Context: an optimization exercise on an open-source flow, tuned for small area, a short achievable clock period and few clock cycles. The choices shown serve that exercise and are no tape-out recipe. At most, simulation tests tie the RTL to the original design; equivalence was not proved. Only the layout flow was run in run 2; the RTL was not checked for function there. Power is estimated from default activity; no workload was simulated.

--- design.v ---
module PE #(
    parameter x_w = 9,
    parameter w_w = 9,
    parameter mac_w = 32 
)
(
    input clk_i,
    input rst_i,
    input signed [x_w-1:0] x_i, 
    input x_v_i, 
    input signed [mac_w-1:0] mac_i, 
    input mac_v_i, 
    input signed [w_w-1:0] w_i, 
    input wr_en_i,
    output reg [x_w-1:0] x_o,
    output reg x_v_o,
    output reg signed [mac_w-1:0] mac_o,
    output reg mac_v_o
);
reg signed [w_w-1:0] w_r;
always_ff @(posedge clk_i or negedge rst_i)begin
    if (!rst_i)begin
        w_r <= 0;
    end
    else if (wr_en_i) begin
        w_r <= w_i;
    end
end
always_ff @(posedge clk_i or negedge rst_i)
    if (!rst_i) begin
        x_o <= '0;
    end
    else begin
        if (x_v_i) x_o <= x_i;
    end
always_ff @(posedge clk_i or negedge rst_i) begin
     if (!rst_i) begin
        x_v_o <= 0;
        mac_v_o <= 0;
    end 
    else begin
        x_v_o <= x_v_i;
        mac_v_o <= mac_v_i && x_v_i;
    end
end
always_ff @(posedge clk_i or negedge rst_i) begin
     if (!rst_i) begin
       mac_o <= '0;
    end
    else begin
        if(x_v_i && mac_v_i) mac_o <= x_i*w_r + mac_i;
    end
end
endmodule
module read_buf#(
    parameter x_w = 9,
    parameter depth = 8
)(
    input clk_i,
    input rst_i,
    input start_vi,
    output reg [x_w-1:0] d_o,
    output reg v_vo,
    input [$clog2(depth)-1:0] addr_w_i,
    input [x_w-1:0] data_w_i,
    input w_vi
);
logic [$clog2(depth):0] cnt_n;
reg [$clog2(depth):0] cnt_r;
always_comb begin
    if(cnt_r != depth) begin
        cnt_n = cnt_r + 1; 
    end
    else if(start_vi) begin
        cnt_n = 0; 
    end
    else cnt_n = cnt_r; 
end
always_ff @(posedge clk_i or negedge rst_i) begin
    if (!rst_i) begin
        cnt_r <= depth;
    end
    else cnt_r <= cnt_n;
end
reg [depth-1:0][x_w-1:0] data_r;
always_ff @(posedge clk_i or negedge rst_i)
    if(!rst_i) d_o <= '0;
    else d_o <= data_r[cnt_n[$clog2(depth)-1:0]];
always_ff @(posedge clk_i or negedge rst_i)
    if(!rst_i) v_vo <= '0;
    else v_vo <= cnt_n != depth;
always_ff @(posedge clk_i) 
    if(w_vi) data_r[addr_w_i] <= data_w_i;
endmodule
module o_buf #(
  parameter width = 32,
  parameter depth = 8
)(
  input clk_i,
  input rst_i,
  input [width-1:0] wdata_i,
  input wdata_vi,
  input [$clog2(depth)-1:0] raddr_i,
  output reg [width-1:0] rdata_o, 
  input [width-1:0] cdata_i,  
  input cw_vi  
);
reg [$clog2(depth)-1:0] cnt_r;
always_ff @(posedge clk_i or negedge rst_i) begin
  if(!rst_i) cnt_r <= '0;
  else if(wdata_vi) cnt_r <= cnt_r + 1;
end
reg [depth-1:0][width-1:0] data_r; 
always_ff @(posedge clk_i or negedge rst_i) begin
  if(!rst_i) data_r <= '0;
  else begin
    if(wdata_vi) data_r[cnt_r] <= wdata_i + data_r[cnt_r];
    else if(cw_vi) data_r[raddr_i] <= cdata_i; 
    end
end
always_ff @(posedge clk_i or negedge rst_i) begin
  if(!rst_i) rdata_o <= '0;
  else rdata_o <= data_r[raddr_i]; 
end
endmodule
module pe_array #(
    parameter array_width = 8,
    parameter array_height = 8,
    parameter x_w = 9,
    parameter w_w = 9,
    parameter mac_w = 32,
    parameter rbuf_depth = 8
)
(
    input clk_i,
    input rst_i,
    input [w_w-1:0] w_i,
    input [$clog2(array_width*array_height)-1:0] w_addr_i,
    input w_en_i,
    input [$clog2(array_height) + $clog2(rbuf_depth)-1:0] rbuf_waddr_i,
    input [x_w-1:0] rbuf_wdata_i,
    input rbuf_w_vi,
    input start_vi,
    output [array_width-1:0][mac_w-1:0] mac_o,
    output [array_width-1:0] mac_v_o
);
wire [array_height:0] start_v;
wire [array_height:0][array_width-1:0][mac_w-1:0] pe_mac;
wire [array_height:0][array_width-1:0] pe_mac_v;
for(genvar i = 0; i < array_height; ++i) begin: pe_column
    wire cc_to_pe;
    wire [x_w-1:0] rdata;
    wire [array_width:0][x_w-1:0] pe_x;
    wire [array_width:0] pe_x_v;
    read_buf #(
        .x_w(x_w)
        ,.depth(rbuf_depth)
    ) rbuf (
        .clk_i(clk_i),
        .rst_i(rst_i),
        .start_vi(start_v[i]),
        .d_o(pe_x[0]), 
        .v_vo(pe_x_v[0]), 
        .addr_w_i(rbuf_waddr_i[$clog2(rbuf_depth)-1:0]),
        .data_w_i(rbuf_wdata_i),
        .w_vi(rbuf_waddr_i[$clog2(array_height) + $clog2(rbuf_depth)-1:$clog2(rbuf_depth)] == i && rbuf_w_vi)
    );
    assign start_v[i + 1] = pe_x_v[0]; 
    for(genvar j = 0; j < array_width; ++j) begin: pe_row
        PE #(
            .x_w(x_w)
            ,.w_w(w_w)
            ,.mac_w(mac_w)
        ) pe (
            .clk_i(clk_i)
            ,.rst_i(rst_i)
            ,.x_i(pe_x[j])
            ,.x_v_i(pe_x_v[j])
            ,.mac_i(pe_mac[i][j])
            ,.mac_v_i(pe_mac_v[i][j])
            ,.w_i(w_i)
            ,.wr_en_i(w_addr_i == j+i*array_width && w_en_i)
            ,.x_o(pe_x[j+1])
            ,.x_v_o(pe_x_v[j+1])
            ,.mac_o(pe_mac[i+1][j])
            ,.mac_v_o(pe_mac_v[i+1][j])
        );
    end
end
assign start_v[0] = start_vi;
assign pe_mac[0] = '0;
assign pe_mac_v[0] = '1;
assign mac_o = pe_mac[array_height];
assign mac_v_o = pe_mac_v[array_height];
endmodule
module top #(
    parameter mac_w = 32,
    parameter x_w = 9,
    parameter array_width = 4,
    parameter array_height = 4
)(
    input clk_i,
    input rst_i,
    input [7:0] addr_i,
    input [31:0] data_i,
    input wr_vi,
    output [mac_w-1:0] data_o 
);
localparam ib = $clog2(array_width);
localparam lat = array_height + 2 * array_width;
wire [array_width-1:0][mac_w-1:0] mac;
wire [array_width-1:0] mac_v;
reg [5:0] cnt_24_r;
always_ff @(posedge clk_i or negedge rst_i)begin
    if (!rst_i)begin
         cnt_24_r <= lat;
    end
    else if(cnt_24_r < lat) cnt_24_r <= cnt_24_r + 1;
    else if(addr_i[7:6] == 2'b11 && wr_vi) cnt_24_r <= 0; 
end
pe_array #(
    .array_width(array_width),
    .array_height(array_height),
    .rbuf_depth(array_width)
) i1(
    .clk_i(clk_i),
    .rst_i(rst_i),
    .w_i(data_i[x_w-1:0]),
    .w_addr_i(addr_i[2*ib-1:0]),
    .w_en_i(addr_i[7:6] == 0 && addr_i[5:2*ib] == 0 && wr_vi),
    .rbuf_waddr_i(addr_i[2*ib-1:0]),
    .rbuf_wdata_i(data_i[x_w-1:0]),
    .rbuf_w_vi(addr_i[7:6] == 2'b01 && addr_i[5:2*ib] == 0 && wr_vi),
    .start_vi(addr_i[7:6] == 2'b11 && wr_vi), 
    .mac_o(mac),
    .mac_v_o(mac_v)
);
wire [array_width-1:0][mac_w-1:0] rdata;
for(genvar i = 0; i < array_width; i++) begin: o_buf_gen
    o_buf #(
        .width(mac_w),
        .depth(array_width)
    ) obuf(
        .clk_i(clk_i),
        .rst_i(rst_i),
        .wdata_i(mac[i]),
        .wdata_vi(mac_v[i]),
        .raddr_i(addr_i[ib-1:0]),
        .rdata_o(rdata[i]), 
        .cdata_i(data_i[mac_w-1:0]),
        .cw_vi(addr_i[7:6] == 2'b10 && addr_i[5:2*ib] == 0 && addr_i[2*ib-1:ib] == i && wr_vi)
    );
end
reg [1:0] addr_76_r;
reg [ib-1:0] addr_53_r;
always_ff @(posedge clk_i)begin
    addr_76_r <= addr_i[7:6];
    addr_53_r <= addr_i[2*ib-1:ib];
end
assign data_o = addr_76_r == 2'b10 ? rdata[addr_53_r] : {31'b0, cnt_24_r == lat};
endmodule
--- run.sh ---
#!/bin/bash
# synth_recipe.tcl (not shown) runs the flow's synth.tcl, then flattens the netlist and writes it again
# the make line also repeats each setting of config.mk as NAME=value (left out here)
make -C /OpenROAD-flow-scripts/flow DESIGN_CONFIG=/design/flow/config.mk WORK_HOME=/design/flow/orfs CLKGATE_MAP_FILE= SYNTH_SCRIPT=/design/flow/synth_recipe.tcl finish
--- config.mk ---
export PLATFORM = sky130hd
export DESIGN_NAME = top
export DESIGN_NICKNAME = top
export VERILOG_FILES = /design/flow/design.v
export SDC_FILE = /design/flow/constraint.sdc
export NUM_CORES = 8
export LEC_CHECK = 0
export CAP_MARGIN = 20
export CORE_MARGIN = 2
export CORE_UTILIZATION = 40
export SLEW_MARGIN = 20
--- constraint.sdc ---
create_clock -name core_clock -period 6.5 [get_ports {clk_i}]
set_input_delay 1.3000 -clock core_clock [delete_from_list [all_inputs] [get_ports {clk_i}]]
set_output_delay 1.3000 -clock core_clock [all_outputs]
set_load 0.01 [all_outputs]
==> results by group, run 1 <==
Yosys
  – Syn Nets: between 15,000 and 20,000
  – #FFs+latches synth: around 1,600
  – Cells after Synth: around 16,000
  – Mapped Avg Cell Area: between 9 and 10 sq um
  – Post-Syn Area: 0.1515 sq mm
  – Top_reg_cell synth: dfrtp_1
  – Synth cell types: 97
  – Post-synth EDFFs: roughly 140
  – Asr flop ratio synth: 0.9067
  – Seq/Total Area, Yosys: 0.2668
  – Synthesis Warnings: 4

STA
  – Tcrit/Tclk final: 0.9523
  – Unrepaired setup endpoints after global routing: false
  – Clk_skew: 0.1318 ns
  – Final setup violation count: 0
  – Slew margin rel.: 0.09973
  – Sum Neg Setup Slack: 0 ns
  – Fmax: 0.1615 GHz
  – Final hold viol count: 0
  – Slew Limit Fails: 0
  – Clock period minus worst slack: about 6.2 ns
  – Slew @ Worst Pin: 1.344 ns

Setup path
  – Kind of critical path: reg -> reg
  – Critical path launch point type: flip-flop
  – Most used cell, CP: fa_1
  – Critical Path Max Stage Delay: roughly 0.71 ns
  – Crit-path max FO: 10
  – CP Capture Type: flip-flop
  – Worst R2R Setup Slack: 0.31 ns
  – Reg-to-reg startpoint: i1.pe_column[2].pe_row[2].pe.x_o[5]
  – CP delay by family, top: adder cells
  – Worst Path Required: 7.24 ns
  – CP cell instances: and2_1 -> fa_1 -> inv_1 -> fa_1 -> inv_1 -> fa_1 -> fa_1 -> inv_1 -> fa_1 -> inv_1 -> ha_1 -> a21o_1 -> a21oi_1 -> o21ai_0 -> or3_1 -> o221a_2 -> and4_1 -> a2111oi_0 -> nor3_1 -> o31ai_1
  – Crit-path slowest cell: a2111oi_0
  – CP bufs+invs: 4
  – FF-to-FF path depth: 20
  – RR Endpoint: i1.pe_column[2].pe_row[3].pe.mac_o[23]
  – Crit path arrival time: approximately 7 ns

Floorplan
  – # IOs: 75
  – Area of the die: about 0.38 sq mm
  – Initial core utilization: 0.4007
  – Die Ht: roughly 620 microns
  – CORE AREA: approximately 0.38 sq mm
  – Die width: about 620 microns
  – Std cell rows: approximately 230

Pwr
  – Sw Pwr: 0.04091 W
  – Logic pwr share: 0.615
  – Static leakage: a little under 80 nW
  – Pwr Density: just under 500 mW/mm^2
  – Seq pwr share: 0.241
  – Switch share: 0.5065
  – Peak supply drop: 0.3535 mV
  – Clk network pwr share: 0.144
  – Pint: 0.03986 W

GRT
  – Vias in the first global route: approximately 120k
  – Total track usage: 0.2612
  – Antenna violations before repair: 77
  – Gr ovfl total: 0
  – First-pass GRT wire length: around 760,000 microns
  – Pin count of the biggest net entering global routing: approximately 140

CTS
  – Worst-Skew Late Latency: 0.97 ns
  – Clock sink total: around 1,600
  – CTS tree: built
  – Clock root cell: clkbuf_16
  – Clock Path Buffers: 4
  – Clk pin slew, worst setup/hold paths: 0.07 ns
  – H-tree depth: 4
  – TritonCTS Buffers: approximately 190

Outcome
  – Status: complete, no violations

Finish
  – Layout cells sized above 1: 0.09401
  – Most frequent cells in the layout: inv_1 (2,612), nand2_1 (1,742), fa_1 (1,566)
  – Fin nets: ~18,000
  – Most common cell after layout, fill and taps aside: inv_1
  – Final instance area: between 0.15 and 0.2 sq mm
  – P&R area growth vs syn: 9.110%

Placed design
  – Routability Congestion: ~0.99
  – Placed Area: between 0.15 and 0.2 sq mm
  – DPL Wire Length: ~370,000 microns
  – PortBufs: 74

Drt
  – Via-to-Cell Ratio: between 5 and 6
  – Number of routed nets with antenna violations: 0
  – Drt wl/cell: 24.01 microns
  – DR pass1 iterations: 9
  – # DRC: 0
  – Initial DRC count: between 10,000 and 15,000
  – DR vias: between 100k and 150k
  – Detailed Route WL: around 500,000 microns

Flow run
  – Max-capacitance violation count: 0

Hold path
  – Worst hold path class: in -> async
area by class of cell:
type | count | area, sq um
inverter | 2643 | 9926
multi-input combinational | 10720 | 98310
clock buffer | 260 | 5311
sequential | 1587 | 40450
fill | 36150 | 212800
clock inverter | 91 | 1262
timing repair buffer | 433 | 3637
antenna | 56 | 140.1
tap | 5016 | 6276
synth_stat cells (all sizes together), types with 18 or more instances:
cell	number	area, sq um
a21o	220	1652
clkbuf	734	2758
a31o	19	166.4
o211ai	57	432.9
nor2	554	2079
inv	2619	9831
a221o	55	550.5
o22ai	37	231.5
or3	41	256.5
o221ai	44	397.9
a22o	18	157.7
mux2	352	3964
fa	1568	31390
a32oi	23	201.4
xnor2	315	2759
nand2	1748	6561
nand3	165	825.8
a31oi	154	975.9
or2	24	150.1
mux2i	32	320.3
o31ai	73	548.0
a21oi	857	4297
buf	81	310.3
a2111oi	21	197.7
and2	521	3259
a221oi	224	1962
a211o	24	210.2
a222oi	22	220.2
o21a	80	600.6
and3	65	406.6
edfxtp	144	4324
nor3	115	575.6
xor2	163	1428
nor2b	89	556.8
nand4	45	281.5
o41ai	24	232.7
dfrtp	1433	35860
o21bai	82	615.6
mux4	306	6892
clkinv	24	90.09
ha	1141	14280
a22oi	60	450.4
nand2b	86	538.0
o21ai	996	4992
a211oi	88	680.7
through the flow:
step | instances | hold slack, ns | worst slack (ns) | power, W | utilization
after floorplan | 15760 | 0.3519 | 0.2205 | 0.05183 | -
after global placement | 20390 | 0.4671 | 0.2052 | 0.06730 | 0.4193
after detailed placement | 20390 | 0.4702 | 0.09542 | 0.06782 | 0.4193
after CTS | 20750 | 0.3142 | 0.1002 | 0.07973 | 0.4367
after global routing | 20760 | 0.3585 | 0.003508 | 0.08671 | 0.4370
final | 20810 | 0.3573 | 0.3098 | 0.08077 | 0.4373
registers in the layout, summed over array words and instances, names as in the netlist, 13 cells and up:
signal,flops
o_buf_gen.obuf.data_r,512
i1.pe_column.pe_row.pe.mac_o,456
i1.pe_column.pe_row.pe.w_r,144
i1.pe_column.rbuf.data_r,144
o_buf_gen.obuf.rdata_o,128
i1.pe_column.pe_row.pe.x_o,108
i1.pe_column.rbuf.d_o,36
i1.pe_column.pe_row.pe.mac_v_o,13
routing by layer:
layer,share of wire,global-route usage,wire length (microns)
met1,0.40,0.3449,201700
met3,0.11,0.07799,54840
met4,0.060,0.1341,30210
met5,0.00058,0,292
met2,0.43,0.3873,212500
power groups by stage:
stage | sequential (W) | combinational (W) | clock, W
final | 0.0194 | 0.0497 | 0.0117
after CTS | 0.0192 | 0.0487 | 0.0118
after global routing | 0.0198 | 0.0548 | 0.0121
after detailed placement | 0.0194 | 0.0484 | 0
after global placement | 0.0193 | 0.0480 | 0
after floorplan | 0.0158 | 0.0361 | 0
worst max-delay path by stage:
stage / start / to / depth (start not counted)
2_1_floorplan: i1.pe_column[2].pe_row[2].pe.x_o[8] / i1.pe_column[2].pe_row[3].pe.mac_o[26] / 20
3_3_place_gp: i1.pe_column[2].pe_row[1].pe.x_o[8] / i1.pe_column[2].pe_row[2].pe.mac_o[30] / 17
3_5_place_dp: i1.pe_column[2].rbuf.d_o[8] / i1.pe_column[2].pe_row[0].pe.mac_o[31] / 18
4_1_cts: i1.pe_column[2].pe_row[1].pe.x_o[8] / i1.pe_column[2].pe_row[2].pe.mac_o[28] / 19
5_1_grt: i1.pe_column[1].pe_row[2].pe.x_o[8] / i1.pe_column[1].pe_row[3].pe.mac_o[25] / 19
6_report: i1.pe_column[2].pe_row[2].pe.x_o[5] / i1.pe_column[2].pe_row[3].pe.mac_o[23] / 20
repair_timing:
item | in CTS | in global routing
hold endpoints to repair | 0 | 0
setup endpoints to repair | 0 | 37
buffers inserted | 0 | 4
resized for setup | 0 | 17
hold buffers | 0 | 0
cell families after synthesis:
group                    share of synthesized area
AND/OR/NAND/NOR                             0.1061
buffers and inverters                      0.08573
XOR/XNOR                                   0.02763
multiplexers                               0.07376
flip-flops                                  0.2668
AO/OA/AOI/OAI                               0.1386
adder cells (fa/ha/maj)                     0.3014
Testbench counts, summed over its fixed seeds: cycles 14,136.
==> run 2, diff against run 1 <==
==> design.v (replaced) <==
module top (
    input         clk_i,
    input         rst_i,
    input  [7:0]  addr_i,
    input  [31:0] data_i,
    input         wr_vi,
    output [31:0] data_o
);
reg        s0_wx;       
reg        s0_c;        
reg        s0_isx;      
reg        s0_rd;       
reg [3:0]  s0_idx;      
reg [31:0] s0_d;
always_ff @(posedge clk_i or negedge rst_i)
    if (!rst_i) begin
        s0_wx <= 1'b0;
        s0_c  <= 1'b0;
    end else begin
        s0_wx <= wr_vi & ~addr_i[7];
        s0_c  <= wr_vi & addr_i[7] & ~addr_i[6];
    end
always_ff @(posedge clk_i) begin
    s0_isx <= addr_i[6];
    s0_rd  <= addr_i[7] & ~addr_i[6];
    s0_idx <= addr_i[3:0];
    s0_d   <= data_i;
end
reg st0, st1, st2;
always_ff @(posedge clk_i or negedge rst_i)
    if (!rst_i) begin
        st0 <= 1'b0;
        st1 <= 1'b0;
        st2 <= 1'b0;
    end else begin
        st0 <= wr_vi & addr_i[7] & addr_i[6];
        st1 <= st0;
        st2 <= st1;
    end
wire idle = ~(st0 | st1);
reg [8:0] W [16];
reg [8:0] X [16];
always_ff @(posedge clk_i or negedge rst_i)
    if (!rst_i) begin
        for (int a = 0; a < 16; a++) begin
            W[a] <= '0;
            X[a] <= '0;
        end
    end else if (s0_wx) begin
        if (s0_isx) X[s0_idx] <= s0_d[8:0];
        else        W[s0_idx] <= s0_d[8:0];
    end
wire [1:0] row = s0_idx[3:2];
wire [8:0] oldv = s0_isx ? X[s0_idx] : W[s0_idx];
wire [9:0] delta = {s0_d[8], s0_d[8:0]} - {oldv[8], oldv};
reg        sa_v;
reg        sa_isx;
reg [1:0]  sa_sel;
reg [9:0]  sa_delta;
reg [8:0]  sa_b [4];
always_ff @(posedge clk_i or negedge rst_i)
    if (!rst_i) sa_v <= 1'b0;
    else        sa_v <= s0_wx;
always_ff @(posedge clk_i) begin
    sa_isx   <= s0_isx;
    sa_sel   <= s0_idx[1:0];
    sa_delta <= delta;
    for (int m = 0; m < 4; m++)
        sa_b[m] <= s0_isx ? W[{row, m[1:0]}] : X[{row, m[1:0]}];
end
reg        sb_v;
reg        sb_isx;
reg [1:0]  sb_sel;
reg [17:0] sb_p [4];
always_ff @(posedge clk_i or negedge rst_i)
    if (!rst_i) sb_v <= 1'b0;
    else        sb_v <= sa_v;
always_ff @(posedge clk_i) begin
    sb_isx <= sa_isx;
    sb_sel <= sa_sel;
    for (int m = 0; m < 4; m++)
        sb_p[m] <= 18'($signed(sa_delta) * $signed(sa_b[m]));
end
reg [19:0] P [16];
always_ff @(posedge clk_i or negedge rst_i)
    if (!rst_i) begin
        for (int a = 0; a < 16; a++) P[a] <= '0;
    end else begin
        for (int j = 0; j < 4; j++)
            for (int k = 0; k < 4; k++) begin
                logic [17:0] add;
                add = (sb_v &  sb_isx & (sb_sel == k[1:0])) ? sb_p[j] :
                      (sb_v & ~sb_isx & (sb_sel == j[1:0])) ? sb_p[k] : 18'd0;
                P[4*j+k] <= P[4*j+k] + {{2{add[17]}}, add};
            end
    end
reg [31:0] C [16];
always_ff @(posedge clk_i or negedge rst_i)
    if (!rst_i) begin
        for (int a = 0; a < 16; a++) C[a] <= '0;
    end else begin
        for (int a = 0; a < 16; a++) begin
            logic [31:0] base;
            logic [19:0] inc;
            base = (s0_c && s0_idx == a[3:0]) ? s0_d : C[a];
            inc  = st2 ? P[a] : 20'd0;
            C[a] <= base + {{12{inc[19]}}, inc};
        end
    end
assign data_o = s0_rd ? C[s0_idx] : {31'd0, idle};
endmodule
==> results by group, run 2 <==
CTS
  – TritonCTS Buffers: 155 (-19%)
  – Post-CTS resize count: 0 (unchanged)
  – CTS tree: built
  – Worst-Skew Late Latency: 0.87 ns (-0.10 ns)
  – H-tree depth: 4 (unchanged)
  – Clock root cell: clkbuf_16
  – Setup repair bufs after CTS: 0 (unchanged)
  – Clock Path Buffers: 3 (-1)
  – Clk pin slew, worst setup/hold paths: 0.06 ns (about the same)
  – Clock sink total: 1,289 (-19%)
  – Cts hold-fix bufs: 0 (unchanged)

Yosys
  – Synth cell types: 90 (-7.2%)
  – Most used standard cell by instance count after synthesis: dfrtp_1
  – Post-Syn Area: 0.1004 sq mm (-34%)
  – Synthesis Warnings: 7 (+3)
  – Asr flop ratio synth: 0.8743 (-0.03242)
  – Cells after Synth: 10,210 (-35%)
  – Area contributors post-synth: dfrtp_1 (28%), ha_1 (12%), mux2_2 (8.5%)
  – Post-synth EDFFs: 0 (-100%)
  – Top_reg_cell synth: dfrtp_1
  – Mapped Avg Cell Area: 9.837 sq um (+2.3%)
  – Largest area contributor in the netlist: dfrtp_1
  – Top-area cell type share of the netlist area: 0.2808 (+0.04412)
  – Top post-synthesis cells by count: dfrtp_1 (1,127), ha_1 (957), mux2_2 (757), a21oi_1 (642), nand2_1 (634)
  – Syn Nets: 11,540 (-38%)
  – Seq/Total Area, Yosys: 0.3131 (+0.04630)
  – #FFs+latches synth: 1,289 (-19%)

GRT
  – First-pass GRT wire length: 529,000 microns (-30%)
  – Total track usage: 0.2764 (+0.01526)
  – Vias in the first global route: 79,350 (-33%)
  – Antenna violations before repair: 22 (-71%)
  – Gr ovfl total: 0 (unchanged)
  – Pin count of the biggest net entering global routing: 148 (+5.0%)

Setup path
  – Crit path arrival time: 5.10 ns (-1.83 ns)
  – Kind of critical path: reg -> out
  – Worst Path Required: 5.20 ns (-2.04 ns)
  – Critical path launch point type: flip-flop
  – CP Capture Type: output pin
  – Crit-path max FO: 24 (+14)

Drt
  – DR vias: 80,980 (-32%)
  – Detailed Route WL: 360,100 microns (-28%)
  – Drt wl/cell: 26.30 microns (+9.5%)
  – DR pass1 iterations: 8 (-1)
  – # DRC: 0 (unchanged)
  – Via-to-Cell Ratio: 5.915 (+3.9%)
  – Number of routed nets with antenna violations: 0 (unchanged)
  – Initial DRC count: 7,715 (-42%)

STA
  – Slew @ Worst Pin: 1.216 ns (-0.1284 ns)
  – Clock period minus worst slack: 6.401 ns (+0.2112 ns)
  – Final setup violation count: 0 (unchanged)
  – Slew Limit Fails: 0 (unchanged)
  – Unrepaired setup endpoints after global routing: false
  – Fmax: 0.1562 GHz (-3.3%)
  – Final hold viol count: 0 (unchanged)
  – Tcrit/Tclk final: 0.9848 (+0.03249)
  – Slew margin rel.: 0.1865 (+0.08682)
  – Sum Neg Setup Slack: 0 ns (unchanged)
  – Clk_skew: 0.05516 ns (-0.07666 ns)

Floorplan
  – Std cell rows: 183 (-19%)
  – Area of the die: 0.2551 sq mm (-34%)
  – Die Ht: 505.1 microns (-18%)
  – CORE AREA: 0.2491 sq mm (-34%)
  – # IOs: 75 (unchanged)
  – Die width: 505.1 microns (-18%)
  – Initial core utilization: 0.4032 (+0.002413)

Finish
  – Final instance area: 0.1111 sq mm (-33%)
  – Largest registers: C: 512 flops, P: 320 flops
  – Biggest register: C
  – Max reg flops: 512 (unchanged)
  – Layout cells sized above 1: 0.1344 (+0.04042)
  – Layout filler cell count: 23,810 (-34%)
  – Most frequent cells in the layout: dfrtp_1 (1,126), ha_1 (957), mux2_2 (757)
  – Fin nets: 11,560 (-37%)
  – Most common cell after layout, fill and taps aside: dfrtp_1
  – P&R area growth vs syn: 10.58%

Placed design
  – PortBufs: 72 (-2.7%)
  – Routability Congestion: 0.9735 (-2.1%)
  – Placed Area: 0.1058 sq mm (-33%)
  – DPL Wire Length: 273,200 microns (-26%)

Pwr
  – Peak supply drop: 0.3537 mV (about the same)
  – Static leakage: 53.10 nW (-33%)
  – Pwr Density: 402.2 mW/mm^2 (-18%)

Outcome
  – Status: complete, no violations

Hold path
  – Worst hold path class: reg -> reg

Flow run
  – Max-capacitance violation count: 0 (unchanged)
run 2: per-stage QoR:
stage | hold WS (ns) | setup WS (ns) | util | power, W | instances
CTS | 0.3325 | 0.2184 | 0.4458 | 0.04449 | 13690
global route | 0.3431 | 0.1764 | 0.4458 | 0.04747 | 13690
global placement | 0.3134 | 0.5383 | 0.4246 | 0.03445 | 13410
finish | 0.3301 | 0.09856 | 0.4458 | 0.04467 | 13690
detailed placement | 0.3182 | 0.5655 | 0.4246 | 0.03512 | 13410
floorplan | 0.3096 | 1.106 | - | 0.02796 | 10210
run 2: logic make-up (layout without fill, tap and decap cells):
| family | count (synthesis) | count (layout) | share of synthesized area |
|---|---|---|---|
| buffers and inverters | 953 | 1098 | 0.03573 |
| other | 0 | 5 | 0 |
| AOI/OAI and AO/OA | 2546 | 2546 | 0.1735 |
| xor gates and xnor gates | 802 | 802 | 0.07062 |
| muxes | 865 | 865 | 0.09975 |
| DFF | 1289 | 1289 | 0.3131 |
| adders and majority gates | 1286 | 1286 | 0.1848 |
| and+or+nand+nor | 2469 | 2469 | 0.1225 |
run 2: worst max-delay path, stage by stage, from the launching register on:
cell             delay [ns]
dfxtp_4                0.48
inv_2                  0.15
nand2_1                0.29
nor3_2                 0.42
buf_4                  0.39
buf_4                  0.74
a21oi_1                0.25
and3_1                 0.22
a31oi_1                0.57
clkdlybuf4s50_1        0.68
run 2: worst paths after layout:
| check | end | startpoint | slack, ns | depth (start not counted) |
|---|---|---|---|---|
| hold reg to reg | sb_sel[0] | sa_sel[0] | 0.33 | 0 |
| setup / recovery | data_o[14] | s0_idx[2] | 0.1 | 9 |
| hold / removal | sb_sel[0] | sa_sel[0] | 0.33 | 0 |
| min in group asynchronous | X[14][3] | rst_i | 0.42 | 1 |
| setup reg to reg | C[8][31] | s0_idx[2] | 0.41 | 17 |
| max in group asynchronous | P[2][5] | rst_i | 4.48 | 2 |
run 2: area by class of cell:
class / instances / area, sq um / area share
multi-input cells: 7968 / 65620 / 0.5908
flip-flops and latches: 1289 / 31470 / 0.2834
clock buffers: 230 / 4566 / 0.04111
well taps: 3330 / 4167 / 0.03752
repair buffers: 291 / 2537 / 0.02285
inverters: 527 / 1978 / 0.01781
clock inverters: 50 / 713.2 / 0.006421
diodes: 5 / 12.51 / 0.0001127
run 2: report_power, final:
| part | internal (W) | switching, W | total, W |
|---|---|---|---|
| Combinational | 0.00902 | 0.0112 | 0.0202 |
| Sequential | 0.0112 | 0.00396 | 0.0152 |
| Clock | 0.00536 | 0.00388 | 0.00923 |
| Total | 0.0256 | 0.0190 | 0.0447 |
run 2: metal layers:
| metal | wire length [microns] | vias to the layer above | GRT usage |
|---|---|---|---|
| met5 | 82 | - | 0 |
| met4 | 26760 | 12 | 0.1725 |
| met3 | 27630 | 870 | 0.05390 |
| met2 | 152200 | 3233 | 0.4103 |
| met1 | 153400 | 40210 | 0.3693 |
| li1 | - | 36650 | - |
==> run 3, diff against run 2 <==
==> design.v (replaced) <==
module top (
    input         clk_i,
    input         rst_i,
    input  [7:0]  addr_i,
    input  [31:0] data_i,
    input         wr_vi,
    output [31:0] data_o
);
wire       op_wx = wr_vi & ~addr_i[7];              
wire       op_c  = wr_vi &  addr_i[7] & ~addr_i[6];  
wire       op_st = wr_vi &  addr_i[7] &  addr_i[6];  
wire       op_rd = addr_i[7] & ~addr_i[6];           
wire       isx   = addr_i[6];
wire [3:0] a     = addr_i[3:0];
wire [1:0] sel   = a[1:0];                           
wire [1:0] row   = a[3:2];                           
wire [8:0] dnew  = data_i[8:0];
reg       b0;
reg [3:0] g;
always_ff @(posedge clk_i or negedge rst_i)
    if (!rst_i) begin
        b0 <= 1'b0;
        g  <= '0;
    end else begin
        b0 <= op_st;
        g  <= {g[2:0], b0};
    end
wire commit = |g;
wire idle_next = ~(op_st | b0 | g[0] | g[1] | g[2]);
reg [8:0] W [16];
reg [8:0] X [16];
always_ff @(posedge clk_i or negedge rst_i)
    if (!rst_i) begin
        for (int q = 0; q < 16; q++) begin
            W[q] <= '0;
            X[q] <= '0;
        end
    end else if (op_wx) begin
        if (isx) X[a] <= dnew;
        else     W[a] <= dnew;
    end
wire [8:0] oldv  = isx ? X[a] : W[a];
wire [9:0] delta = {dnew[8], dnew} - {oldv[8], oldv};
reg       sa_v;
reg [9:0] sa_d;
reg [8:0] sa_b  [4];
reg [3:0] sa_oh [4];      
always_ff @(posedge clk_i or negedge rst_i)
    if (!rst_i) sa_v <= 1'b0;
    else        sa_v <= op_wx;
always_ff @(posedge clk_i) begin
    sa_d <= delta;
    for (int m = 0; m < 4; m++) begin
        logic [1:0] r;
        r = 2'(m) - sel;
        sa_b[m]  <= isx ? W[{row, r}] : X[{row, r}];
        sa_oh[m] <= 4'b1 << (isx ? sel : r);
    end
end
function automatic logic [41:0] mul_cs(input logic [9:0] d, input logic [8:0] b);
    logic [10:0] bx;
    logic [20:0] rows [5];
    logic [20:0] nk;
    logic [20:0] s1, c1, s2, c2, s3, c3, s4, c4;
    bx = {b[8], b, 1'b0};                  
    nk = 21'h0AAC00 | 21'h100000;          
    for (int t = 0; t < 5; t++) begin
        logic neg, one, two;
        logic [10:0] xm, rw;
        neg = bx[2*t+2];
        one = bx[2*t+1] ^ bx[2*t];
        two = (bx[2*t+2] & ~bx[2*t+1] & ~bx[2*t]) | (~bx[2*t+2] & bx[2*t+1] & bx[2*t]);
        xm  = one ? {d[9], d} : two ? {d, 1'b0} : 11'd0;
        rw  = xm ^ {11{neg}};
        rw[10] = ~rw[10];
        rows[t] = 21'(rw) << (2*t);
        nk[2*t] = neg;
    end
    s1 = rows[0] ^ rows[1] ^ rows[2];
    c1 = ((rows[0] & rows[1]) | (rows[0] & rows[2]) | (rows[1] & rows[2])) << 1;
    s2 = rows[3] ^ rows[4] ^ nk;
    c2 = ((rows[3] & rows[4]) | (rows[3] & nk) | (rows[4] & nk)) << 1;
    s3 = s1 ^ c1 ^ s2;
    c3 = ((s1 & c1) | (s1 & s2) | (c1 & s2)) << 1;
    s4 = s3 ^ c3 ^ c2;
    c4 = ((s3 & c3) | (s3 & c2) | (c3 & c2)) << 1;
    mul_cs = {s4, c4};
endfunction
reg        sb_v;
reg [20:0] sb_s  [4];
reg [20:0] sb_c  [4];
reg [3:0]  sb_oh [4];
always_ff @(posedge clk_i or negedge rst_i)
    if (!rst_i) sb_v <= 1'b0;
    else        sb_v <= sa_v;
always_ff @(posedge clk_i)
    for (int m = 0; m < 4; m++) begin
        logic [41:0] sc;
        sc = mul_cs(sa_d, sa_b[m]);
        sb_s[m]  <= sc[41:21];
        sb_c[m]  <= sc[20:0];
        sb_oh[m] <= sa_oh[m];
    end
function automatic logic [3:0] lane_addr(input int m, input int e);
    lane_addr = 4'(4 * ((m - e) & 3) + e);
endfunction
reg [19:0] P [16];      
reg [31:0] C [16];
logic [19:0] lsum [4];   
logic [11:0] lhi  [4];   
logic [3:0]  lsel [4];   
always_comb
    for (int m = 0; m < 4; m++) begin
        logic [19:0] pv, cl;
        logic [11:0] ch;
        logic [20:0] x1, x2, x3, s, cc;
        logic [20:0] tot;
        lsel[m] = commit ? g : sb_oh[m];
        pv = '0; cl = '0; ch = '0;
        for (int e = 0; e < 4; e++)
            if (lsel[m][e]) begin
                pv = pv | P[lane_addr(m, e)];
                cl = cl | C[lane_addr(m, e)][19:0];
                ch = ch | C[lane_addr(m, e)][31:20];
            end
        x1 = {1'b0, pv};
        x2 = commit ? {1'b0, cl} : sb_s[m];
        x3 = commit ? 21'd0 : sb_c[m];
        s  = x1 ^ x2 ^ x3;
        cc = ((x1 & x2) | (x1 & x3) | (x2 & x3)) << 1;
        tot = s + cc;
        lsum[m] = tot[19:0];
        if (tot[20] & ~pv[19])      lhi[m] = ch + 12'd1;
        else if (~tot[20] & pv[19]) lhi[m] = ch - 12'd1;
        else                        lhi[m] = ch;
    end
always_ff @(posedge clk_i or negedge rst_i)
    if (!rst_i) begin
        for (int q = 0; q < 16; q++) P[q] <= '0;
    end else if (sb_v & ~commit) begin
        for (int m = 0; m < 4; m++)
            for (int e = 0; e < 4; e++)
                if (lsel[m][e]) P[lane_addr(m, e)] <= lsum[m];
    end
always_ff @(posedge clk_i or negedge rst_i)
    if (!rst_i) begin
        for (int q = 0; q < 16; q++) C[q] <= '0;
    end else begin
        for (int m = 0; m < 4; m++)
            for (int e = 0; e < 4; e++) begin
                if (commit & g[e])
                    C[lane_addr(m, e)] <= {lhi[m], lsum[m]};
                else if (op_c && a == lane_addr(m, e))
                    C[lane_addr(m, e)] <= data_i;
            end
    end
reg [31:0] dout;
always_ff @(posedge clk_i)
    dout <= op_rd ? C[a] : {31'd0, idle_next};
assign data_o = dout;
endmodule
--- a/config.mk
+++ b/config.mk
@@ -10,2 +10,3 @@
 export CORE_UTILIZATION = 40
+export SETUP_SLACK_MARGIN = 3.5
 export SLEW_MARGIN = 20
==> results by group, run 3 <==
Outcome
  – Status: complete, no violations

Pwr
  – Pint: 0.03470 W (+35%)
  – Static leakage: 45.63 nW (-14%)
  – Peak supply drop: 0.5259 mV (+49%)
  – Clk network pwr share: 0.147 (-0.060)
  – Final Power: 0.06402 W (+43%)
  – Sw Pwr: 0.02931 W (+54%)
  – Logic pwr share: 0.617 (+0.164)
  – Switch share: 0.4579 (+0.03165)
  – Pwr Density: 557.9 mW/mm^2 (+39%)
  – Seq pwr share: 0.236 (-0.105)

Finish
  – FF+latch area: 0.03322 sq mm (+5.6%)
  – Largest registers: C: 512 flops, P: 320 flops
  – Fin nets: 10,270 (-11%)
  – P&R area growth vs syn: 33.66%
  – Biggest register: C
  – Most common cell after layout, fill and taps aside: dfrtp_1
  – Layout cells sized above 1: 0.3137 (+0.1792)
  – Most frequent cells in the layout: dfrtp_1 (1,123), nand2_1 (873), a22oi_1 (661)
  – Area of the multi-input gates: 0.05831 sq mm (-11%)
  – Layout filler cell count: 18,320 (-23%)
  – Max reg flops: 512 (unchanged)

Yosys
  – Post-Syn Area: 0.08585 sq mm (-15%)
  – Seq/Total Area, Yosys: 0.3859 (+0.07279)
  – Post-synth EDFFs: 0 (unchanged)
  – Largest area contributor in the netlist: dfrtp_1
  – Top-area cell type share of the netlist area: 0.3285 (+0.04772)
  – Cells after Synth: 9,347 (-8.5%)
  – Most used standard cell by instance count after synthesis: dfrtp_1
  – Top_reg_cell synth: dfrtp_1
  – Area contributors post-synth: dfrtp_1 (33%), a22oi_1 (6.4%), dfxtp_1 (5.7%)
  – Synthesis Warnings: 17 (+10)
  – Mapped Avg Cell Area: 9.184 sq um (-6.6%)
  – Syn Nets: 9,773 (-15%)
  – Asr flop ratio synth: 0.8208 (-0.05349)
  – Synth cell types: 88 (-2.2%)
  – Top post-synthesis cells by count: dfrtp_1 (1,127), nand2_1 (919), o21ai_0 (833), clkbuf_1 (737), a22oi_1 (732)
  – #FFs+latches synth: 1,373 (+6.5%)

Floorplan
  – Die Ht: 467.3 microns (-7.5%)
  – CORE AREA: 0.2140 sq mm (-14%)
  – Initial core utilization: 0.4012 (-0.001968)
  – Area of the die: 0.2183 sq mm (-14%)
  – Die width: 467.3 microns (-7.5%)
  – # IOs: 75 (unchanged)
  – Std cell rows: 170 (-7.1%)

STA
  – Final hold viol count: 0 (unchanged)
  – Fin Hold WS: 0.3248 ns (-0.005304 ns)
  – Clock period minus worst slack: 5.305 ns (-1.096 ns)
  – Slew margin rel.: 0.09967 (-0.08687)
  – Sum Neg Setup Slack: 0 ns (unchanged)
  – Final setup violation count: 0 (unchanged)
  – Slew Limit Fails: 0 (unchanged)
  – Fmax: 0.1885 GHz (+21%)
  – Slew @ Worst Pin: 1.346 ns (+0.1306 ns)
  – Tcrit/Tclk final: 0.8162 (-0.1687)
  – Clk_skew: 0.07874 ns (+0.02359 ns)
  – Unrepaired setup endpoints after global routing: true

Drt
  – Number of routed nets with antenna violations: 0 (unchanged)
  – DR pass1 iterations: 19 (+11)
  – Detailed Route WL: 429,000 microns (+19%)
  – Via-to-Cell Ratio: 6.880 (+16%)
  – # DRC: 0 (unchanged)
  – Drt wl/cell: 33.39 microns (+27%)
  – Initial DRC count: 14,700 (+90%)
  – DR vias: 88,390 (+9.2%)

CTS
  – TritonCTS Buffers: 160 (+3.2%)
  – H-tree depth: 4 (unchanged)
  – CTS tree: built
  – Clock sink total: 1,373 (+6.5%)
  – Clock root cell: clkbuf_16
  – Worst-Skew Late Latency: 0.87 ns (about the same)
  – Clk pin slew, worst setup/hold paths: 0.06 ns (about the same)
  – Cts hold-fix bufs: 0 (unchanged)
  – Clock Path Buffers: 3 (unchanged)

GRT
  – Antenna violations before repair: 41 (+86%)
  – Total track usage: 0.3731 (+0.09672)
  – First-pass GRT wire length: 599,400 microns (+13%)
  – Gr ovfl total: 0 (unchanged)
  – Vias in the first global route: 82,910 (+4.5%)
  – Pin count of the biggest net entering global routing: 135 (-8.8%)

Setup path
  – Kind of critical path: reg -> reg
  – Crit-path max FO: 8 (-67%)
  – CP Capture Type: flip-flop
  – CP cell instances: nor4b_4 -> or2_4 -> buf_12 -> buf_4 -> a22oi_1 -> a31oi_2 -> ha_1 -> ha_4 -> o21ai_1 -> o21ai_2 -> nand4_1 -> and3_1 -> buf_6 -> a211oi_4 -> buf_6 -> buf_12 -> mux2_4 -> buf_6 -> o22ai_2 -> nor3_2
  – Worst Path Required: 7.22 ns (+2.02 ns)
  – Critical path launch point type: flip-flop
  – CP bufs+invs: 6 (+2)
  – Crit path arrival time: 6.03 ns (+0.93 ns)
  – Critical Path Max Stage Delay: 0.75 ns (about the same)
  – CP delay by family, top: compound AO/OA/AOI/OAI gates
  – Most used cell, CP: buf_6
  – Crit-path slowest cell: dfxtp_1

Hold path
  – Worst hold path class: reg -> reg

Placed design
  – Routability Congestion: 0.9851 (+1.2%)
  – DPL Wire Length: 261,200 microns (-4.4%)
  – PortBufs: 72 (unchanged)

Flow run
  – Max-capacitance violation count: 0 (unchanged)
## run 3: cell count changes after synthesis, sizes merged, moves of 362 or more
cell,previous run,this run
a22oi,56,732
and2,559,109
mux2,757,395
o21ai,386,836
xnor2,621,93
ha,957,218
## run 3: cell type report
type                            count  share of cell area
Tap cell                         2838             0.03095
Sequential cell                  1373              0.2895
Inverter                          226            0.007873
Clock buffer                      245             0.04068
Antenna cell                       30           0.0006542
Clock inverter                     53            0.005932
Timing Repair Buffer             1202              0.1163
Multi-Input combinational cell   6880              0.5082
## run 3: per-stage QoR
stage               instances  setup slack (ns)  cell area, sq um  utilization
floorplan                9347             1.738             88860            -
global placement        11710            0.5153             92050       0.4302
detailed placement      11710            0.4458             92070       0.4303
CTS                     12620             1.355            109500       0.5118
global route            12840             1.147            114700       0.5362
finish                  12850             1.195            114700       0.5362
## run 3: path summary, 6_finish.rpt
path / start / to / slack, ns / cells after the start
setup reg to reg: sb_oh[3][1] / C[3][30] / 1.19 / 20
hold reg to reg: sa_oh[2][2] / sb_oh[2][2] / 0.32 / 0
max in group asynchronous: rst_i / W[12][1] / 4.59 / 2
hold / removal: sa_oh[2][2] / sb_oh[2][2] / 0.32 / 0
setup / recovery: sb_oh[3][1] / C[3][30] / 1.19 / 20
min in group asynchronous: rst_i / C[7][25] / 0.48 / 1
## run 3: cell families after synthesis
logic type,count (synthesis),synth area share
mux,691,0.08676
xor+xnor,190,0.01960
compound gates,3349,0.2598
simple gates,2206,0.1242
buf+inv,1119,0.04929
flops,1373,0.3859
fa+ha+maj,419,0.07445
## run 3: layer usage
metal	part of all wire	GRT usage	vias up
li1	-	-	35980
met1	0.36	0.4714	43340
met2	0.41	0.5277	7014
met3	0.14	0.1378	2029
met4	0.089	0.2541	22
met5	0.00038	0	-
## run 3: what timing repair did
item / CTS / global route
setup endpoints to repair: 1316 / 999
cloned: 44 / 9
pin swaps: 511 / 478
gates resized for setup: 1321 / 809
setup buffers: 564 / 187
## run 3: power by group through the flow
stage	Sequential [W]	Combinational (W)	Clock [W]
3_3_place_gp	0.0148	0.0239	0
4_1_cts	0.0148	0.0341	0.00941
5_1_grt	0.0153	0.0414	0.00975
2_1_floorplan	0.0133	0.0172	0
6_report	0.0151	0.0395	0.00939
3_5_place_dp	0.0149	0.0244	0
Testbench counts of run 3, summed over its fixed seeds: cycles 12,624.
==> run 4, diff against run 3 <==
==> design.v (replaced) <==
module top (
    input         clk_i,
    input         rst_i,
    input  [7:0]  addr_i,
    input  [31:0] data_i,
    input         wr_vi,
    output [31:0] data_o
);
wire       op_wx = wr_vi & ~addr_i[7];               
wire       op_c  = wr_vi &  addr_i[7] & ~addr_i[6];  
wire       op_st = wr_vi &  addr_i[7] &  addr_i[6];  
wire       op_rd = addr_i[7] & ~addr_i[6];           
wire [3:0] a     = addr_i[3:0];
wire       clr   = ~rst_i;                           
reg [7:1] q;
always_ff @(posedge clk_i or negedge rst_i)
    if (!rst_i) q <= '0;
    else        q <= {q[6:1], op_st};
wire [3:0] crd = q[6:3];    
wire [3:0] cwr = q[7:4];    
wire       crd_any = |crd;
wire       cwr_any = |cwr;
wire idle_next = ~(op_st | q[1] | q[2] | q[3] | q[4] | q[5] | q[6]);
reg        s0_v;
reg        s0_isx;
reg [3:0]  s0_a;
reg [15:0] s0_oh;
reg [8:0]  s0_new;
always_ff @(posedge clk_i or negedge rst_i)
    if (!rst_i) s0_v <= 1'b0;
    else        s0_v <= op_wx;
always_ff @(posedge clk_i) begin
    s0_isx <= addr_i[6];
    s0_a   <= a;
    s0_oh  <= 16'b1 << a;
    s0_new <= data_i[8:0];
end
wire [1:0] sel = s0_a[1:0];     
wire [1:0] row = s0_a[3:2];     
reg [8:0] W [16];
reg [8:0] X [16];
always_ff @(posedge clk_i)
    for (int n = 0; n < 16; n++) begin
        if (clr | (s0_v & ~s0_isx & s0_oh[n])) W[n] <= s0_new & {9{rst_i}};
        if (clr | (s0_v &  s0_isx & s0_oh[n])) X[n] <= s0_new & {9{rst_i}};
    end
logic [8:0] oldw, oldx;
always_comb begin
    oldw = '0;
    oldx = '0;
    for (int n = 0; n < 16; n++) begin
        oldw = oldw | (W[n] & {9{s0_oh[n]}});
        oldx = oldx | (X[n] & {9{s0_oh[n]}});
    end
end
wire [8:0] oldv  = s0_isx ? oldx : oldw;
wire [9:0] delta = {s0_new[8], s0_new} - {oldv[8], oldv};
function automatic logic [14:0] booth_enc(input logic [8:0] b);
    logic [10:0] bx;
    logic [14:0] r;
    bx = {b[8], b, 1'b0};
    for (int t = 0; t < 5; t++) begin
        r[3*t+2] = bx[2*t+2];
        r[3*t+1] = bx[2*t+1] ^ bx[2*t];
        r[3*t]   = (bx[2*t+2] & ~bx[2*t+1] & ~bx[2*t]) | (~bx[2*t+2] & bx[2*t+1] & bx[2*t]);
    end
    booth_enc = r;
endfunction
reg        sa_v;
reg [9:0]  sa_d;
reg [14:0] sa_bd [4];      
reg [3:0]  sa_oh [4];      
always_ff @(posedge clk_i or negedge rst_i)
    if (!rst_i) sa_v <= 1'b0;
    else        sa_v <= s0_v;
always_ff @(posedge clk_i) begin
    sa_d <= delta;
    for (int m = 0; m < 4; m++) begin
        logic [1:0] r;
        r = 2'(m) - sel;
        sa_bd[m] <= booth_enc(s0_isx ? W[{row, r}] : X[{row, r}]) & {15{s0_v}};
        sa_oh[m] <= 4'b1 << (s0_isx ? sel : r);
    end
end
function automatic logic [39:0] mul_cs(input logic [9:0] d, input logic [14:0] bd);
    logic [19:0] rows [5];
    logic [19:0] nk;
    logic [19:0] s1, c1, s2, c2, s3, c3, s4, c4;
    nk = 20'hAAC00;                        
    for (int t = 0; t < 5; t++) begin
        logic [10:0] xm, rw;
        xm = bd[3*t+1] ? {d[9], d} : bd[3*t] ? {d, 1'b0} : 11'd0;
        rw = xm ^ {11{bd[3*t+2]}};
        rw[10] = ~rw[10];
        rows[t] = 20'(rw) << (2*t);
        nk[2*t] = bd[3*t+2];
    end
    s1 = rows[0] ^ rows[1] ^ rows[2];
    c1 = ((rows[0] & rows[1]) | (rows[0] & rows[2]) | (rows[1] & rows[2])) << 1;
    s2 = rows[3] ^ rows[4] ^ nk;
    c2 = ((rows[3] & rows[4]) | (rows[3] & nk) | (rows[4] & nk)) << 1;
    s3 = s1 ^ c1 ^ s2;
    c3 = ((s1 & c1) | (s1 & s2) | (c1 & s2)) << 1;
    s4 = s3 ^ c3 ^ c2;
    c4 = ((s3 & c3) | (s3 & c2) | (c3 & c2)) << 1;
    mul_cs = {s4, c4};
endfunction
function automatic logic [3:0] lane_addr(input int m, input int e);
    lane_addr = 4'(4 * ((m - e) & 3) + e);
endfunction
reg [19:0] P [16];
reg [31:0] C [16];
reg        sb_v, sc_v;
reg [19:0] sb_s  [4];
reg [19:0] sb_c  [4];
reg [3:0]  sb_oh [4];
reg [31:0] sc_p  [4];     
reg [3:0]  sc_oh [4];
reg [19:0] pr    [4];     
logic [31:0] lsum [4];    
always_ff @(posedge clk_i or negedge rst_i)
    if (!rst_i) begin
        sb_v <= 1'b0;
        sc_v <= 1'b0;
    end else begin
        sb_v <= sa_v;
        sc_v <= sb_v;
    end
always_ff @(posedge clk_i)
    for (int m = 0; m < 4; m++) begin
        logic [39:0] sc;
        logic [3:0]  ri;
        logic [19:0] pv;
        logic [31:0] cv;
        sc = mul_cs(sa_d, sa_bd[m]);
        sb_s[m]  <= sc[39:20];
        sb_c[m]  <= sc[19:0];
        sb_oh[m] <= sa_oh[m];
        ri = crd_any ? crd : sb_oh[m];
        pv = '0;
        cv = '0;
        for (int e = 0; e < 4; e++) begin
            pv = pv | (P[lane_addr(m, e)] & {20{ri[e]}});
            cv = cv | (C[lane_addr(m, e)] & {32{crd[e]}});
        end
        sc_p[m]  <= crd_any ? cv : {12'd0, sb_s[m] + sb_c[m]};
        sc_oh[m] <= sb_oh[m];
        pr[m]    <= (sc_v && ri == sc_oh[m]) ? lsum[m][19:0] : pv;
    end
always_comb
    for (int m = 0; m < 4; m++)
        lsum[m] = {{12{pr[m][19]}}, pr[m]} + sc_p[m];
always_ff @(posedge clk_i or negedge rst_i)
    if (!rst_i) begin
        for (int n = 0; n < 16; n++) P[n] <= '0;
    end else if (sc_v) begin
        for (int m = 0; m < 4; m++)
            for (int e = 0; e < 4; e++)
                if (sc_oh[m][e]) P[lane_addr(m, e)] <= lsum[m][19:0];
    end
always_ff @(posedge clk_i)
    for (int m = 0; m < 4; m++) begin
        logic [31:0] din;
        din = cwr_any ? lsum[m] : data_i & {32{rst_i}};
        for (int e = 0; e < 4; e++)
            if (clr | cwr[e] | (op_c && a == lane_addr(m, e)))
                C[lane_addr(m, e)] <= din;
    end
reg [31:0] dout;
always_ff @(posedge clk_i)
    dout <= op_rd ? C[a] : {31'd0, idle_next};
assign data_o = dout;
endmodule
--- a/config.mk
+++ b/config.mk
@@ -10,3 +10,3 @@
 export CORE_UTILIZATION = 40
-export SETUP_SLACK_MARGIN = 3.5
+export SETUP_SLACK_MARGIN = 3.3
 export SLEW_MARGIN = 20
==> results by group, run 4 <==
STA
  – Final setup violation count: 0 (unchanged)
  – Slew @ Worst Pin: 1.226 ns (-0.1200 ns)
  – Fmax: 0.2793 GHz (+48%)
  – Slew Limit Fails: 0 (unchanged)
  – Clk_skew: 0.1037 ns (+0.02499 ns)
  – Unrepaired setup endpoints after global routing: true
  – Fin worst setup slack: 2.920 ns (+1.725 ns)
  – Tcrit/Tclk final: 0.5508 (-0.2654)
  – Slew margin rel.: 0.1797 (+0.08001)
  – Sum Neg Setup Slack: 0 ns (unchanged)
  – Final hold viol count: 0 (unchanged)
  – Clock period minus worst slack: 3.580 ns (-1.725 ns)

Finish
  – Layout cells sized above 1: 0.1957 (-0.1179)
  – Most common cell after layout, fill and taps aside: nand2_1
  – Largest registers: C: 512 flops, P: 320 flops
  – P&R area growth vs syn: 22.27%
  – Max reg flops: 512 (unchanged)
  – Biggest register: C
  – Fin nets: 8,470 (-18%)
  – Layout filler cell count: 18,010 (-1.7%)
  – Most frequent cells in the layout: nand2_1 (936), edfxtp_1 (800), a22oi_1 (610)

Yosys
  – Syn Nets: 8,145 (-17%)
  – Top-area cell type share of the netlist area: 0.2904 (-0.03812)
  – Top_reg_cell synth: edfxtp_1
  – Area contributors post-synth: edfxtp_1 (29%), dfxtp_1 (13%), dfrtp_1 (10%)
  – Largest area contributor in the netlist: edfxtp_1
  – Post-synth EDFFs: 800 (+800)
  – Synthesis Warnings: 18 (+1)
  – Most used standard cell by instance count after synthesis: nand2_1
  – Seq/Total Area, Yosys: 0.5164 (+0.1305)
  – Asr flop ratio synth: 0.2005 (-0.6203)
  – Cells after Synth: 7,694 (-18%)
  – Mapped Avg Cell Area: 10.75 sq um (+17%)
  – Synth cell types: 92 (+4.5%)
  – Post-Syn Area: 0.08273 sq mm (-3.6%)
  – Top post-synthesis cells by count: nand2_1 (952), edfxtp_1 (800), o21ai_0 (656), a22oi_1 (617), dfxtp_1 (520)
  – #FFs+latches synth: 1,651 (+20%)

CTS
  – TritonCTS Buffers: 178 (+11%)
  – CTS tree: built
  – Clock Path Buffers: 3 (unchanged)
  – H-tree depth: 4 (unchanged)
  – Clk pin slew, worst setup/hold paths: 0.06 ns (about the same)
  – Clock root cell: clkbuf_16
  – Clock sink total: 1,651 (+20%)
  – Worst-Skew Late Latency: 0.89 ns (+0.02 ns)

Floorplan
  – # IOs: 75 (unchanged)
  – Die Ht: 458.8 microns (-1.8%)
  – Area of the die: 0.2105 sq mm (-3.6%)
  – Die width: 458.8 microns (-1.8%)
  – Initial core utilization: 0.4035 (+0.002348)
  – Std cell rows: 166 (-2.4%)
  – CORE AREA: 0.2050 sq mm (-4.2%)

Placed design
  – DPL Wire Length: 230,100 microns (-12%)
  – Setup slack after placement: 1.679 ns (+1.233 ns)
  – PortBufs: 72 (unchanged)
  – Routability Congestion: 1.020 (+3.6%)

Drt
  – DR vias: 72,770 (-18%)
  – # DRC: 0 (unchanged)
  – Detailed Route WL: 364,700 microns (-15%)
  – Via-to-Cell Ratio: 6.682 (-2.9%)
  – Number of routed nets with antenna violations: 1 (+1)
  – DR pass1 iterations: 14 (-5)
  – Initial DRC count: 12,420 (-15%)
  – Drt wl/cell: 33.49 microns (+0.30%)

Pwr
  – Pwr Density: 457.8 mW/mm^2 (-18%)
  – Static leakage: 40.19 nW (-12%)
  – Peak supply drop: 0.3311 mV (-37%)

GRT
  – Total track usage: 0.3307 (-0.04247)
  – First-pass GRT wire length: 502,300 microns (-16%)
  – Antenna violations before repair: 41 (unchanged)
  – Vias in the first global route: 67,580 (-18%)
  – Gr ovfl total: 0 (unchanged)
  – Pin count of the biggest net entering global routing: 105 (-22%)

Setup path
  – Kind of critical path: reg -> reg
  – CP Capture Type: flip-flop
  – Worst Path Required: 7.25 ns (+0.03 ns)
  – Critical path launch point type: flip-flop
  – Crit path arrival time: 4.33 ns (-1.70 ns)
  – Crit-path max FO: 6 (-2)

Flow run
  – Max-capacitance violation count: 0 (unchanged)

Hold path
  – Worst hold path class: in -> async

Outcome
  – Status: finished with violations
  – SO Viols: antenna violations
[run 4: final timing paths]
| check | startpoint | end | slack, ns | depth (start not counted) |
|---|---|---|---|---|
| min in group core_clock | sa_oh[2][2] | sb_oh[2][2] | 0.32 | 0 |
| worst max register to register | s0_a[1] | sa_bd[0][6] | 2.92 | 16 |
| max in group asynchronous | rst_i | P[2][18] | 4.96 | 2 |
| worst min register to register | sa_oh[2][2] | sb_oh[2][2] | 0.32 | 0 |
| worst max-delay path | s0_a[1] | sa_bd[0][6] | 2.92 | 16 |
| worst min-delay path | rst_i | P[4][5] | 0.32 | 1 |
[run 4: area by class of cell]
cell class,instances,area (sq um),area share
Antenna cell,26,65.06,0.0006433
Sequential cell,1651,42870,0.4239
Clock inverter,96,1277,0.01263
Inverter,216,822.0,0.008127
Multi-Input combinational cell,5286,40600,0.4014
Timing Repair Buffer,686,6945,0.06867
Tap cell,2688,3363,0.03325
Clock buffer,240,5199,0.05140
[run 4: through the flow]
| step | hold slack [ns] | cell area [sq um] | utilization | total power [W] | cells |
|---|---|---|---|---|---|
| global placement | 0.3123 | 87010 | 0.4244 | 0.03195 | 10140 |
| CTS | 0.3094 | 97720 | 0.4767 | 0.04460 | 10700 |
| finish | 0.3164 | 101100 | 0.4934 | 0.04631 | 10890 |
| detailed placement | 0.3121 | 87040 | 0.4246 | 0.03241 | 10140 |
| floorplan | 0.3096 | 82930 | - | 0.02559 | 7694 |
| global route | 0.3004 | 101100 | 0.4931 | 0.04813 | 10870 |
[run 4: critical path: stages, from the launching register on]
cell and delay (ns):
dfxtp_2 0.35, buf_12 0.11, clkinvlp_4 0.10, buf_12 0.15
buf_6 0.11, ha_4 0.23, buf_16 0.18, and2_4 0.22
buf_12 0.16, a222oi_1 0.35, o2111ai_2 0.21, a211o_1 0.47
a21oi_4 0.25, buf_12 0.15, nand2_1 0.06, or2_0 0.21
a21oi_2 0.12
[run 4: metal layers]
metal | global-route usage | vias to the layer above | share of wire
met1 | 0.4216 | 35420 | 0.37
met4 | 0.2015 | 22 | 0.079
met2 | 0.4675 | 5853 | 0.41
met3 | 0.1318 | 1648 | 0.15
li1 | - | 29820 | -
met5 | 0.003904 | - | 0.00098
[run 4: power breakdown]
part | switching (W) | total, W | internal (W)
clock network | 0.00466 | 0.0110 | 0.00638
registers | 0.00226 | 0.0172 | 0.0149
logic | 0.0118 | 0.0181 | 0.00632
[run 4: kinds of logic after synthesis]
logic type	Yosys count	share of synthesized area
muxes	203	0.02594
buffers and inverters	764	0.03530
and+or+nand+nor	1673	0.08871
xor gates and xnor gates	414	0.04383
AOI/OAI and AO/OA	2581	0.2190
DFF	1651	0.5164
adders and majority gates	408	0.07087
[run 4: what timing repair did]
action | 4_1_cts | 5_1_grt
buffers inserted | 213 | 151
endpoints found under the setup margin | 849 | 472
endpoints found under the hold margin | 0 | 0
hold buffers | 0 | 0
cloned | 11 | 9
pin swaps | 141 | 228
resized for setup | 498 | 377
Testbench counts of run 4, summed over its fixed seeds: cycles 13,056.
==> run 5, diff against run 4 <==
--- a/design.v
+++ b/design.v
@@ -25,4 +25,5 @@
 reg        s0_isx;
-reg [3:0]  s0_a;
-reg [15:0] s0_oh;
+reg [15:0] s0_oh;       
+reg [3:0]  s0_row;      
+reg [3:0]  s0_sel;      
 reg [8:0]  s0_new;
@@ -33,8 +34,7 @@
     s0_isx <= addr_i[6];
-    s0_a   <= a;
     s0_oh  <= 16'b1 << a;
+    s0_row <= 4'b1 << a[3:2];
+    s0_sel <= 4'b1 << a[1:0];
     s0_new <= data_i[8:0];
 end
-wire [1:0] sel = s0_a[1:0];     
-wire [1:0] row = s0_a[3:2];     
 reg [8:0] W [16];
@@ -46,12 +46,20 @@
     end
-logic [8:0] oldw, oldx;
+logic [8:0] rowv [4];
+logic [8:0] rowo [4];
+logic [8:0] oldv;
 always_comb begin
-    oldw = '0;
-    oldx = '0;
-    for (int n = 0; n < 16; n++) begin
-        oldw = oldw | (W[n] & {9{s0_oh[n]}});
-        oldx = oldx | (X[n] & {9{s0_oh[n]}});
+    oldv = '0;
+    for (int e = 0; e < 4; e++) begin
+        logic [8:0] rw, rx;
+        rw = '0;
+        rx = '0;
+        for (int r = 0; r < 4; r++) begin
+            rw = rw | (W[4*r+e] & {9{s0_row[r]}});
+            rx = rx | (X[4*r+e] & {9{s0_row[r]}});
+        end
+        rowv[e] = s0_isx ? rx : rw;
+        rowo[e] = s0_isx ? rw : rx;
+        oldv = oldv | (rowv[e] & {9{s0_sel[e]}});
     end
 end
-wire [8:0] oldv  = s0_isx ? oldx : oldw;
 wire [9:0] delta = {s0_new[8], s0_new} - {oldv[8], oldv};
@@ -78,6 +86,11 @@
     for (int m = 0; m < 4; m++) begin
-        logic [1:0] r;
-        r = 2'(m) - sel;
-        sa_bd[m] <= booth_enc(s0_isx ? W[{row, r}] : X[{row, r}]) & {15{s0_v}};
-        sa_oh[m] <= 4'b1 << (s0_isx ? sel : r);
+        logic [3:0] rot;
+        logic [8:0] b;
+        b = '0;
+        for (int e = 0; e < 4; e++) begin
+            rot[e] = s0_sel[(m - e) & 3];
+            b = b | (rowo[e] & {9{rot[e]}});
+        end
+        sa_bd[m] <= booth_enc(b) & {15{s0_v}};
+        sa_oh[m] <= s0_isx ? s0_sel : rot;
     end
@@ -152,10 +165,7 @@
         lsum[m] = {{12{pr[m][19]}}, pr[m]} + sc_p[m];
-always_ff @(posedge clk_i or negedge rst_i)
-    if (!rst_i) begin
-        for (int n = 0; n < 16; n++) P[n] <= '0;
-    end else if (sc_v) begin
-        for (int m = 0; m < 4; m++)
-            for (int e = 0; e < 4; e++)
-                if (sc_oh[m][e]) P[lane_addr(m, e)] <= lsum[m][19:0];
-    end
+always_ff @(posedge clk_i)
+    for (int m = 0; m < 4; m++)
+        for (int e = 0; e < 4; e++)
+            if (clr | (sc_v & sc_oh[m][e]))
+                P[lane_addr(m, e)] <= lsum[m][19:0] & {20{rst_i}};
 always_ff @(posedge clk_i)
--- a/config.mk
+++ b/config.mk
@@ -9,4 +9,4 @@
 export CORE_MARGIN = 2
-export CORE_UTILIZATION = 40
-export SETUP_SLACK_MARGIN = 3.3
+export CORE_UTILIZATION = 30
+export SETUP_SLACK_MARGIN = 3.6
 export SLEW_MARGIN = 20
==> results by group, run 5 <==
Setup path
  – Worst path depth: 11 (-5)
  – CP Capture Type: flip-flop
  – Critical Path Max Stage Delay: 0.34 ns (-0.13 ns)
  – Crit path arrival time: 3.74 ns (-0.59 ns)
  – Worst Path Required: 7.06 ns (-0.19 ns)
  – CP delay by family, top: compound AO/OA/AOI/OAI gates
  – CP cell instances: ha_4 -> fa_2 -> a21o_1 -> a21oi_4 -> o211ai_1 -> and4_4 -> o22ai_4 -> o21ai_4 -> a221oi_2 -> xor2_2 -> o21ai_2

GRT
  – Total track usage: 0.2150 (-0.1157)
  – Pin count of the biggest net entering global routing: 65 (-38%)
  – Antenna violations before repair: 19 (-54%)
  – First-pass GRT wire length: 402,600 microns (-20%)
  – Gr ovfl total: 0 (unchanged)
  – Vias in the first global route: 54,630 (-19%)

Yosys
  – Top post-synthesis cells by count: edfxtp_1 (1,120), nand2_1 (653), a22oi_1 (650), dfxtp_1 (524), clkbuf_1 (331)
  – Synthesis Warnings: 20 (+2)
  – Synth Area in Simple Gates: 0.07780 (-0.01091)
  – Post-synthesis mux area share: 0.004835 (-0.02110)
  – Mapped Avg Cell Area: 11.89 sq um (+11%)
  – Seq/Total Area, Yosys: 0.5796 (+0.06321)
  – #FFs+latches synth: 1,655 (+0.24%)
  – Syn Nets: 6,888 (-15%)
  – Synth Area in Compound Gates: 0.1839 (-0.03513)
  – Post-Synth XOR/XNOR Area: 0.04848 (+0.004646)
  – Area contributors post-synth: edfxtp_1 (44%), dfxtp_1 (14%), a22oi_1 (6.4%)
  – Largest family of logic cells by synthesized area: compound AO/OA/AOI/OAI gates
  – Asr flop ratio synth: 0.006647 (-0.1938)
  – Cells after Synth: 6,443 (-16%)
  – Post-Syn Area: 0.07660 sq mm (-7.4%)
  – Synth cell types: 83 (-9.8%)
  – Post-synth EDFFs: 1,120 (+40%)

Drt
  – Drt wl/cell: 28.64 microns (-14%)
  – DR vias: 57,820 (-21%)
  – Detailed Route WL: 290,200 microns (-20%)
  – Initial DRC count: 8,357 (-33%)
  – Via-to-Cell Ratio: 5.706 (-15%)
  – # DRC: 0 (unchanged)

CTS
  – TritonCTS Buffers: 178 (unchanged)
  – Cts hold-fix bufs: 0 (unchanged)
  – Clock root cell: clkbuf_16
  – Worst-Skew Late Latency: 0.85 ns (-0.04 ns)
  – CTS tree: built
  – Clock Path Buffers: 3 (unchanged)

Finish
  – Fin nets: 7,045 (-17%)
  – Most frequent cells in the layout: edfxtp_1 (1,120), a22oi_1 (637), nand2_1 (621)
  – Layout cells sized above 1: 0.1764 (-0.01931)
  – Area of the multi-input gates: 0.03340 sq mm (-18%)
  – Most common cell after layout, fill and taps aside: edfxtp_1
  – Max reg flops: 512 (unchanged)

STA
  – Clock period minus worst slack: 3.178 ns (-0.4016 ns)
  – Unrepaired setup endpoints after global routing: true
  – Sum Neg Setup Slack: 0 ns (unchanged)
  – Final hold viol count: 0 (unchanged)
  – Clk_skew: 0.05940 ns (-0.04434 ns)
  – Fmax: 0.3146 GHz (+13%)
  – Tcrit/Tclk final: 0.4890 (-0.06179)
  – Slew margin rel.: 0.1812 (+0.001536)
  – Slew Limit Fails: 0 (unchanged)
  – Final setup violation count: 0 (unchanged)

Pwr
  – Pwr Density: 511.6 mW/mm^2 (+12%)
  – Static leakage: 34.97 nW (-13%)
  – Peak supply drop: 0.3326 mV (+0.45%)
  – Final Power: 0.04764 W (+2.9%)

Outcome
  – Status: complete, no violations

Floorplan
  – # IOs: 75 (unchanged)
  – CORE AREA: 0.2539 sq mm (+24%)
  – Initial core utilization: 0.3017 (-0.1019)
  – Die width: 509.3 microns (+11%)
  – Die Ht: 509.3 microns (+11%)

Placed design
  – PortBufs: 72 (unchanged)
  – DPL Wire Length: 193,000 microns (-16%)

Hold path
  – Worst hold path class: reg -> reg
[run 5: stage by stage]
stage | hold WS [ns] | worst slack (ns) | cell area, sq um | std cells | utilization
floorplan | 0.3096 | 3.349 | 77070 | 6443 | -
global placement | 0.3136 | 1.989 | 81360 | 9591 | 0.3204
detailed placement | 0.3121 | 1.987 | 81390 | 9592 | 0.3205
CTS | 0.3236 | 3.226 | 90600 | 10050 | 0.3568
global route | 0.3306 | 3.283 | 93100 | 10130 | 0.3666
finish | 0.3225 | 3.322 | 93120 | 10130 | 0.3667
[run 5: cells by family after synthesis]
| family | count (synthesis) |
|---|---|
| mux | 34 |
| simple gates | 1327 |
| xor+xnor | 424 |
| fa+ha+maj | 402 |
| buf+inv | 602 |
| compound gates | 1999 |
| flops | 1655 |
[run 5: area by class of cell]
cell class                      count  share of cell area
Antenna cell                       10           0.0002687
Multi-Input combinational cell   4192              0.3587
Sequential cell                  1655              0.4783
Tap cell                         3366             0.04523
Clock inverter                     89             0.01209
Clock buffer                      248             0.05519
Inverter                          188            0.007861
Timing Repair Buffer              385             0.04239
[run 5: timing repair]
item | in CTS | in global routing
pin swaps | 106 | 145
gates resized for setup | 421 | 396
gates cloned | 13 | 2
setup buffers | 107 | 71
setup endpoints to repair | 1048 | 730
[run 5: final timing paths]
check,slack (ns),to,start
setup / recovery,3.32,C[5][28],pr[2][0]
hold / removal,0.32,sb_oh[0][1],sa_oh[0][1]
setup reg to reg,3.32,C[5][28],pr[2][0]
hold reg to reg,0.32,sb_oh[0][1],sa_oh[0][1]
max in group asynchronous,4.96,q[6],rst_i
min in group asynchronous,0.38,q[1],rst_i
[run 5: metal layers]
layer,track usage,vias up,wire [microns]
met5,0,-,96
li1,-,24670,-
met4,0.1416,14,22770
met2,0.3145,3640,123300
met3,0.05349,799,33180
met1,0.2815,28700,110900
[run 5: power breakdown]
group	total [W]	internal (W)	leakage (nW)	switching [W]
combinational	0.0191	0.00678	16.1	0.0123
sequential	0.0178	0.0158	15.9	0.00197
clock	0.0107	0.00620	3.04	0.00450
total	0.0476	0.0288	35.0	0.0188
Testbench counts of run 5, summed over its fixed seeds: cycles 13,056.
